From an optimization exercise on the open Yosys and OpenROAD flow, aimed at small area; shortcuts taken in it are not production practice. In this exercise RTL edits were held to simulation tests only and were not proved equivalent to the original. No activity file was given, so power comes from the tool's default toggle rates.

==> flow/design.v (excerpt) <==
module j1(
  input wire clk,
  input wire resetq,
  output wire io_rd,
  output wire io_wr,
  output wire [15:0] mem_addr,
  output wire mem_wr,
  output wire [15:0] dout,
  input  wire [15:0] mem_din,
  input  wire [15:0] io_din,
  output wire [12:0] code_addr,
  input  wire [15:0] insn);
For scale: about 890 cells after synthesis, about 300 flip-flops.
export LEC_CHECK = 0
export CAP_MARGIN = 20
export CORE_MARGIN = 2
export CORE_UTILIZATION = 40
export SLEW_MARGIN = 20
export SYNTH_HIERARCHICAL = 1
create_clock -name core_clock -period 4.5 [get_ports {clk}]
standard.sh (not shown) runs the stock make flow with config.mk's settings and CLKGATE_MAP_FILE= SYNTH_SCRIPT=/design/flow/synth_recipe.tcl, a recipe that flattens the netlist after the stock synthesis.
==> flow/flow/run.sh <==
#!/bin/bash
# The standard layout (standard.sh) with these changes:
# - synthesis is the standard one except that ABC maps the logic with the
#   area-oriented script flow/area.abc (registers are untouched by ABC);
# - the smallest buffer on each port;
# - timing-driven placement that does not keep its trial buffering;
# - a clock tree of clkbuf_16 leaf buffers without dummy loads.
set -euo pipefail
W=$PWD
sed 's|^source \$::env(SCRIPTS_DIR)/synth_preamble.tcl$|&\nset abc_args [list -script '"$W"'/flow/area.abc {*}[lrange $abc_args 2 end]]|' \
  "$FLOW_HOME/scripts/synth.tcl" > my_synth_body.tcl
grep -q "flow/area.abc" my_synth_body.tcl
sed 's|^source \$::env(SCRIPTS_DIR)/synth.tcl$|source '"$W"'/my_synth_body.tcl|' synth_recipe.tcl > my_synth.tcl
grep -q "my_synth_body.tcl" my_synth.tcl
sed 's|SYNTH_SCRIPT=[^ ]*|SYNTH_SCRIPT='"$W"'/my_synth.tcl|' standard.sh > my_standard.sh
grep -q "SYNTH_SCRIPT=$W/my_synth.tcl" my_standard.sh
export BUFFER_PORTS_ARGS="-buffer_cell sky130_fd_sc_hd__buf_1"
export GPL_KEEP_OVERFLOW=0
export CTS_ARGS="-sink_clustering_enable -repair_clock_nets -buf_list sky130_fd_sc_hd__clkbuf_8 -sink_clustering_size 14 -sink_clustering_max_diameter 80 -dont_use_dummy_load"
bash my_standard.sh > standard.log 2>&1
==> flow/flow/area.abc <==
strash
&get -n
&st
&syn2
&dch
&nf
&st
&syn2
&dch
&nf
&put
topo
dnsize -c
The first run completed with no timing, DRC or antenna violations.
Change:
--- a/flow/design.v
+++ b/flow/design.v
@@ -1,6 +1,22 @@
+module nor2m(input wire a, input wire b, output wire y);
+  assign y = ~(a | b);
+endmodule
+module sel16(
+  input wire en,
+  input wire [2:0] a,
+  output wire [15:0] y);
+  wire [3:0] lo_n = ~({4{en}} & (4'd1 << a[1:0]));
+  wire [1:0] hi_n = ~(2'd1 << a[2]);
+  genvar k;
+  generate
+    for (k = 0; k < 16; k = k + 1) begin : g_k
+      nor2m u(.a(lo_n[k % 4]), .b(hi_n[(k / 4) % 2]), .y(y[k]));
+    end
+  endgenerate
+endmodule
 module aoi222(
   input wire a1, input wire a2,
   input wire b1, input wire b2,
   input wire c1, input wire c2,
   output wire y);
   assign y = ~((a1 & a2) | (b1 & b2) | (c1 & c2));
@@ -10,17 +26,19 @@
   input wire b1, input wire b2,
   output wire y);
   assign y = ~((a1 & a2) | (b1 & b2));
 endmodule
 module stack_rd(
   input wire [127:0] d,
-  input wire [7:0] sel,
+  input wire [7:0] sel_lo,
+  input wire [7:0] sel_hi,
   output wire [15:0] q);
   genvar i;
   generate
     for (i = 0; i < 16; i = i + 1) begin : g_bit
+      wire [7:0] sel = i < 8 ? sel_lo : sel_hi;
       wire y0, y1, y2;
       aoi222 u0(.a1(d[i]), .a2(sel[0]), .b1(d[16 + i]), .b2(sel[1]), .c1(d[32 + i]), .c2(sel[2]), .y(y0));
       aoi222 u1(.a1(d[48 + i]), .a2(sel[3]), .b1(d[64 + i]), .b2(sel[4]), .c1(d[80 + i]), .c2(sel[5]), .y(y1));
       aoi22 u2(.a1(d[96 + i]), .a2(sel[6]), .b1(d[112 + i]), .b2(sel[7]), .y(y2));
       assign q[i] = ~(y0 & y1 & y2);
     end
@@ -194,24 +212,35 @@
     end
   endgenerate
   wire [12:0] pc_plus_1 = pc ^ pcc;
   wire [15:0] rstkD = insn[13] ? st0 : {2'b00, pc_plus_1, 1'b0};
   reg [15:0] dstk [0:7];
   reg [15:0] rstk [0:7];
-  always @(posedge clk) begin
-    if (dstkW)
-      dstk[dspN[2:0]] <= st0;
-    if (rstkW)
-      rstk[rspN[2:0]] <= rstkD;
-  end
+  wire [15:0] dwe, rwe;
   wire [7:0] dsel = 8'd1 << dsp[2:0];
   wire [7:0] rsel = 8'd1 << rsp[2:0];
+  sel16 u_dwe(.en(dstkW), .a(dspN[2:0]), .y(dwe));
+  sel16 u_rwe(.en(rstkW), .a(rspN[2:0]), .y(rwe));
+  generate
+    for (i = 0; i < 8; i = i + 1) begin : g_st
+      always @(posedge clk) begin
+        if (dwe[i])
+          dstk[i][7:0] <= st0[7:0];
+        if (dwe[8 + i])
+          dstk[i][15:8] <= st0[15:8];
+        if (rwe[i])
+          rstk[i][7:0] <= rstkD[7:0];
+        if (rwe[8 + i])
+          rstk[i][15:8] <= rstkD[15:8];
+      end
+    end
+  endgenerate
   stack_rd dread(.d({dstk[7], dstk[6], dstk[5], dstk[4], dstk[3], dstk[2], dstk[1], dstk[0]}),
-                 .sel(dsel), .q(st1));
+                 .sel_lo(dsel), .sel_hi(dsel), .q(st1));
   stack_rd rread(.d({rstk[7], rstk[6], rstk[5], rstk[4], rstk[3], rstk[2], rstk[1], rstk[0]}),
-                 .sel(rsel), .q(rst0));
+                 .sel_lo(rsel), .sel_hi(rsel), .q(rst0));
   wire take = is_jmp | is_call | (is_cjmp & ~|st0);
   wire ret = is_alu & insn[7];
   wire sel_jmp = ~reboot & take;
   wire sel_ret = ~reboot & ret;
   wire sel_inc = ~reboot & ~take & ~ret;
   wire [12:0] pcN;
Effect:
- The changed run produced a clean layout
- area after synthesis grows slightly
- core utilization shrinks by 1.4 points
- combinational power shrinks slightly
- power stays flat
- die area grows slightly

[what the ideal ports hide]
In the flow no input, the clock included, has a driving cell. The finished layouts below were timed again as built, in two steps. Step 1: set_driving_cell puts a clkbuf_16 on clk and a buf_2 on each other input, an assumption about the parent block. Step 2 adds t to the input delays and takes it off the output delays; t is the mean of the earliest and latest rising clock arrival at the registers after step 1. Input paths then give back, and output paths get back, about the clock's delay inside the block. a / b / c = ideal / step 1 / step 2; a / b = the first two.
run	t (ns)	setup slack, ns	worst setup path at the end	latest minus earliest clock arrival (ns)	slew at the worst register clock pin (ns)
the first run	0.594	0.164 / 0.122 / -0.391	input to register	0.056 / 0.056	0.10 / 0.10
the second run	0.613	0.160 / 0.160 / -0.437	input to register	0.046 / 0.046	0.10 / 0.10
Met with ideal ports but missed after step 2: setup timing in the first run and the second run. The setup slack of the second run, which loses most, moves by 0.000 ns with the drivers and by -0.597 ns with both steps.
